From an optimization exercise on the open Yosys and OpenROAD flow, aimed at small area; shortcuts taken in it are not production practice. The RTL was checked by simulation tests, not by an equivalence proof against the original design. No driver is modelled on the clock port, so clocking that relies on it looks cheaper here than on a real chip.

==> inputs of run a <==
==> flow/design.v (excerpt) <==
module Digital_clock(input clk, reset, input [1:0] en, output reg [6:0] segments, output reg [3:0] anode);
==> module Digital_clock, before the edit <==
module Digital_clock(input clk, reset, input [1:0] en, output reg [6:0] segments, output reg [3:0] anode);
reg [3:0] p;
reg [1:0] s;
reg [5:0] q;
reg [3:0] su, mu;
reg [2:0] st, mt;
wire ph4 = p[2] & ~p[1] & p[0];
wire ph9 = ~p[3] & ~p[1];
wire wrap = ph4 & (s[1] & ~s[0]);
wire t0 = ph9 & (~s[1] & ~s[0]) & (q[4] & q[3] & ~q[2] & ~q[1] & q[0]);
wire t1 = t0 & (~su[3] & su[1] & ~su[0]);
wire t2 = t1 & (~st[2] & ~st[0]);
wire t3 = t2 & (~mu[3] & mu[1] & ~mu[0]);
always @(posedge clk, posedge reset) begin
    if (reset) begin
        p <= 4'd3; s <= 2'd0; q <= 6'd0; su <= 4'd13; mu <= 4'd13; st <= 3'd1; mt <= 3'd1;
    end else begin
        p[0] <= p[0] ^ ((p[3] & p[1]) | (p[3] & ~p[2]));
        p[1] <= p[0];
        p[2] <= p[1];
        p[3] <= p[2];
        s[0] <= ph4 ? (~s[1]) : s[0];
        s[1] <= ph4 ? (s[0]) : s[1];
        q[0] <= wrap ? (~q[0]) : q[0];
        q[1] <= q[1] ^ (wrap & ((~q[5] & q[0]) | (~q[4] & q[0])));
        q[2] <= q[2] ^ (wrap & (q[1] & q[0]));
        q[3] <= q[3] ^ (wrap & (q[2] & q[1] & q[0]));
        q[4] <= q[4] ^ (wrap & ((q[5] & q[4] & q[0]) | (q[3] & q[2] & q[1] & q[0])));
        q[5] <= q[5] ^ (wrap & ((q[5] & q[4] & q[0]) | (q[4] & q[3] & q[2] & q[1] & q[0])));
        su[0] <= su[0] ^ (t0 & ((~su[3] & ~su[0]) | (~su[3] & su[1])));
        su[1] <= t0 ? (su[0]) : su[1];
        su[2] <= t0 ? (su[1]) : su[2];
        su[3] <= t0 ? (su[2]) : su[3];
        st[0] <= t1 ? (~st[2]) : st[0];
        st[1] <= t1 ? (st[0]) : st[1];
        st[2] <= t1 ? (st[1]) : st[2];
        mu[0] <= mu[0] ^ (t2 & ((~mu[3] & ~mu[0]) | (~mu[3] & mu[1])));
        mu[1] <= t2 ? (mu[0]) : mu[1];
        mu[2] <= t2 ? (mu[1]) : mu[2];
        mu[3] <= t2 ? (mu[2]) : mu[3];
        mt[0] <= t3 ? (~mt[2]) : mt[0];
        mt[1] <= t3 ? (mt[0]) : mt[1];
        mt[2] <= t3 ? (mt[1]) : mt[2];
    end
end
reg [3:0] d;
always @(*) begin
    case (s)
        2'd0: begin anode = 4'b1110; d = su; end
        2'd1: begin anode = 4'b1101; d = {1'b1, st[2], st[1], st[0]}; end
        2'd3: begin anode = 4'b1011; d = mu; end
        2'd2: begin anode = 4'b0111; d = {1'b1, mt[2], mt[1], mt[0]}; end
        default: begin anode = 4'b1110; d = su; end
    endcase
    segments[0] = (~d[1] & d[0]) | (d[3] & ~d[2] & d[0]);
    segments[1] = (~d[3] & ~d[1] & d[0]) | (d[3] & d[1]) | (d[2] & d[1] & d[0]);
    segments[2] = (~d[3] & ~d[1] & d[0]) | (d[3] & ~d[0]) | (d[3] & ~d[2] & d[1]) | (d[2] & ~d[0]);
    segments[3] = (~d[3] & ~d[1] & d[0]) | (d[3] & ~d[2] & d[1]) | (d[2] & ~d[1] & ~d[0]);
    segments[4] = d[2] & d[1] & d[0];
    segments[5] = ~d[2] & ~d[0];
    segments[6] = (d[3] & ~d[2] & d[1]) | (d[2] & ~d[1] & ~d[0]);
end
endmodule
export LEC_CHECK = 0
export CAP_MARGIN = 20
export CORE_AREA = 3 3 61 61
export DIE_AREA = 0 0 64 64
export PLACE_DENSITY = 0.9
export SLEW_MARGIN = 20
create_clock -name core_clock -period 10.0 [get_ports {clk}]
standard.sh (not shown) runs the stock make flow with config.mk's settings and CLKGATE_MAP_FILE= SYNTH_SCRIPT=/design/flow/synth_recipe.tcl, a recipe that flattens the netlist after the stock synthesis.
==> flow/flow/run.sh <==
#!/bin/bash
# Own layout flow: the standard ORFS flow with these changes.
#  1. Technology mapping uses an area-oriented ABC script (flow/abc_area.script)
#     in place of ORFS's delay-oriented one; the rest of synthesis is unchanged,
#     so the registers keep the standard synthesis's names and cell types.
#  2. Ports are buffered with sky130_fd_sc_hd__buf_1 (every port still gets a buffer).
#  3. If flow/cts_args.txt exists, it gives clock_tree_synthesis's arguments.
# Each step's output goes to a log file of its own in this folder.
set -euo pipefail
here=$(pwd)
rm -rf "$here/scripts"
cp -r "$FLOW_HOME/scripts" "$here/scripts"
cp "$here/flow/abc_area.script" "$here/scripts/abc_speed.script"
knobs=(SCRIPTS_DIR="$here/scripts" "BUFFER_PORTS_ARGS=-buffer_cell sky130_fd_sc_hd__buf_1")
if [[ -f "$here/flow/cts_args.txt" ]]; then
  knobs+=("CTS_ARGS=$(tr '\n' ' ' < "$here/flow/cts_args.txt")")
fi
bash standard.sh "${knobs[@]}" synth > "$here/synth.log" 2>&1
bash standard.sh "${knobs[@]}" finish > "$here/layout.log" 2>&1
==> flow/flow/abc_area.script <==
&get -n
&st
&dch
&nf -R 1000
&put
==> flow/flow/cts_args.txt <==
-sink_clustering_enable -repair_clock_nets -buf_list sky130_fd_sc_hd__clkbuf_4 -dont_use_dummy_load -sink_clustering_max_diameter 25
==> run b: changes against run a <==
==> flow/design.v (replaced) <==
`timescale 1ns / 1ps
module Digital_clock(input clk, reset, input [1:0] en, output [6:0] segments, output [3:0] anode);
reg [4:0] j;
reg [1:0] s;
reg [5:0] q;
reg [3:0] su, mu;
reg [2:0] st, mt;
wire step = j[3] & ~j[4];
wire ph9  = j[4] & ~j[3];
wire wrap = step & s[0] & s[1];
wire q49  = q[5] & q[4] & q[0];
wire t0 = ph9 & ~s[0] & ~s[1] & q[4] & q[3] & q[0] & ~q[2] & ~q[1] & ~q[5];
wire t1 = t0 & su[3] & su[0];
wire t2 = t1 & st[2] & st[0];
wire t3 = t2 & mu[3] & mu[0];
always @(posedge clk, posedge reset) begin
    if (reset) begin
        j <= 0; s <= 0; q <= 0; su <= 0; st <= 0; mu <= 0; mt <= 0;
    end else begin
        j <= {j[3:0], ~j[4]};
        s[0] <= s[0] ^ step;
        s[1] <= s[1] ^ (step & s[0]);
        q[0] <= q[0] ^ wrap;
        q[1] <= q[1] ^ (wrap & q[0] & ~q49);
        q[2] <= q[2] ^ (wrap & q[0] & q[1]);
        q[3] <= q[3] ^ (wrap & q[0] & q[1] & q[2]);
        q[4] <= q[4] ^ (wrap & q[0] & (q[1] & q[2] & q[3] | q49));
        q[5] <= q[5] ^ (wrap & q[0] & (q[1] & q[2] & q[3] & q[4] | q49));
        su[0] <= su[0] ^ t0;
        su[1] <= su[1] ^ (t0 & su[0] & ~su[3]);
        su[2] <= su[2] ^ (t0 & su[0] & su[1]);
        su[3] <= su[3] ^ (t0 & su[0] & (su[1] & su[2] | su[3]));
        st[0] <= st[0] ^ t1;
        st[1] <= st[1] ^ (t1 & st[0] & ~st[2]);
        st[2] <= st[2] ^ (t1 & st[0] & (st[1] | st[2]));
        mu[0] <= mu[0] ^ t2;
        mu[1] <= mu[1] ^ (t2 & mu[0] & ~mu[3]);
        mu[2] <= mu[2] ^ (t2 & mu[0] & mu[1]);
        mu[3] <= mu[3] ^ (t2 & mu[0] & (mu[1] & mu[2] | mu[3]));
        mt[0] <= mt[0] ^ t3;
        mt[1] <= mt[1] ^ (t3 & mt[0] & ~mt[2]);
        mt[2] <= mt[2] ^ (t3 & mt[0] & (mt[1] | mt[2]));
    end
end
wire A = ~s[0] & (s[1] ? mu[3] : su[3]);
wire B = s[1] ? (s[0] ? mt[2] : mu[2]) : (s[0] ? st[2] : su[2]);
wire C = s[1] ? (s[0] ? mt[1] : mu[1]) : (s[0] ? st[1] : su[1]);
wire D = s[1] ? (s[0] ? mt[0] : mu[0]) : (s[0] ? st[0] : su[0]);
wire bcd  = B & C & D;
wire bncnd = B & ~C & ~D;
wire zero3 = ~A & ~B & ~C;
assign segments[6] = zero3 & D | bncnd;                
assign segments[5] = B & (C ^ D);                      
assign segments[4] = ~B & C & ~D;                      
assign segments[3] = zero3 & D | bncnd | bcd;          
assign segments[2] = D | B & ~C;                       
assign segments[1] = ~A & ~B & D | ~B & C | C & D;     
assign segments[0] = zero3 | bcd;                      
assign anode = {~(s[1] & s[0]), ~(s[1] & ~s[0]), ~(~s[1] & s[0]), ~(~s[1] & ~s[0])};
endmodule
--- a/flow/flow/run.sh
+++ b/flow/flow/run.sh
@@ -1,3 +1,3 @@
 #!/bin/bash
-# Own layout flow: the standard ORFS flow with these changes.
+# Own layout flow: the standard ORFS flow with two changes.
 #  1. Technology mapping uses an area-oriented ABC script (flow/abc_area.script)
@@ -6,3 +6,2 @@
 #  2. Ports are buffered with sky130_fd_sc_hd__buf_1 (every port still gets a buffer).
-#  3. If flow/cts_args.txt exists, it gives clock_tree_synthesis's arguments.
 # Each step's output goes to a log file of its own in this folder.
@@ -14,5 +13,2 @@
 knobs=(SCRIPTS_DIR="$here/scripts" "BUFFER_PORTS_ARGS=-buffer_cell sky130_fd_sc_hd__buf_1")
-if [[ -f "$here/flow/cts_args.txt" ]]; then
-  knobs+=("CTS_ARGS=$(tr '\n' ' ' < "$here/flow/cts_args.txt")")
-fi
 bash standard.sh "${knobs[@]}" synth > "$here/synth.log" 2>&1
CORE_AREA = unset   (was 3 3 61 61)
CORE_MARGIN = 2   (was unset)
CORE_UTILIZATION = 85   (was unset)
CTS_BUF_LIST = sky130_fd_sc_hd__clkbuf_8   (was unset)
CTS_CLUSTER_SIZE = 30   (was unset)
DIE_AREA = unset   (was 0 0 64 64)
PLACE_DENSITY = unset   (was 0.9)
removed: flow/flow/cts_args.txt
==> comparison table <==
| quantity | run b | run a |
|---|---|---|
| Status | did not finish | no timing/DRC/antenna violations |
| Stage where the flow stopped | global placement (3_3_place_gp) | - |
| Area share of xor/xnor cells in the synthesized design | 0.05833 | 0.05945 |
| Die width | 41.59 µm | 64 µm |
| Share of Yosys cell area claimed by the top area cell type | 0.5625 | 0.3397 |
| Post-synthesis cell type count | 22 | 29 |
| Simple-Gate Fraction of Synth Area | 0.1740 | 0.1338 |
| Net Count, Synth | 121 | 109 |
| Mean cell area of the mapped netlist | 11.12 µm² | 11.23 µm² |
| Post-synthesis compound-gate area fraction | 0.07396 | 0.1231 |
| Area of the mapped netlist | 0.001201 mm² | 0.001179 mm² |
| Number of storage elements in the synthesis netlist | 27 | 26 |
| Starting density of the core | 0.9117 | 0.3768 |
| Die Y-Extent | 41.59 µm | 64 µm |
| Std-Cell Rows | 13 | 20 |
| Post-synthesis mux area share | 0.01875 | 0.09554 |
| Share of synthesized cell area in full adder, half adder and majority cells | 0.09375 | 0 |
| Sequential cell area fraction in the yosys report | 0.5625 | 0.5626 |
| Number of instances in the synthesized netlist | 108 | 105 |

-- port drivers added, routing unchanged --
In the flow no input, the clock included, has a driving cell. The finished layout below was timed again as built, in two steps. Step 1: set_driving_cell puts a clkbuf_16 on clk and a buf_2 on each other input, an assumption about the parent block. Step 2 adds t to the input delays and takes it off the output delays; t is the mean of the earliest and latest rising clock arrival at the registers after step 1. Input paths then give back, and output paths get back, about the clock's delay inside the block. Three values: no drivers, after step 1, after step 2; two values: the first two.
run: run a
t (ns): 0.320
setup slack, ns: 5.597 / 5.577 / 5.897
hold WS [ns]: 0.395 / 0.395 / 0.395
slew at the worst register clock pin (ns): 0.12 / 0.12
worst data-port slew with drivers (ns): 0.03
After both steps run a still meets setup and hold. The setup slack of run a moves by -0.020 ns with the drivers and by +0.300 ns with both steps.
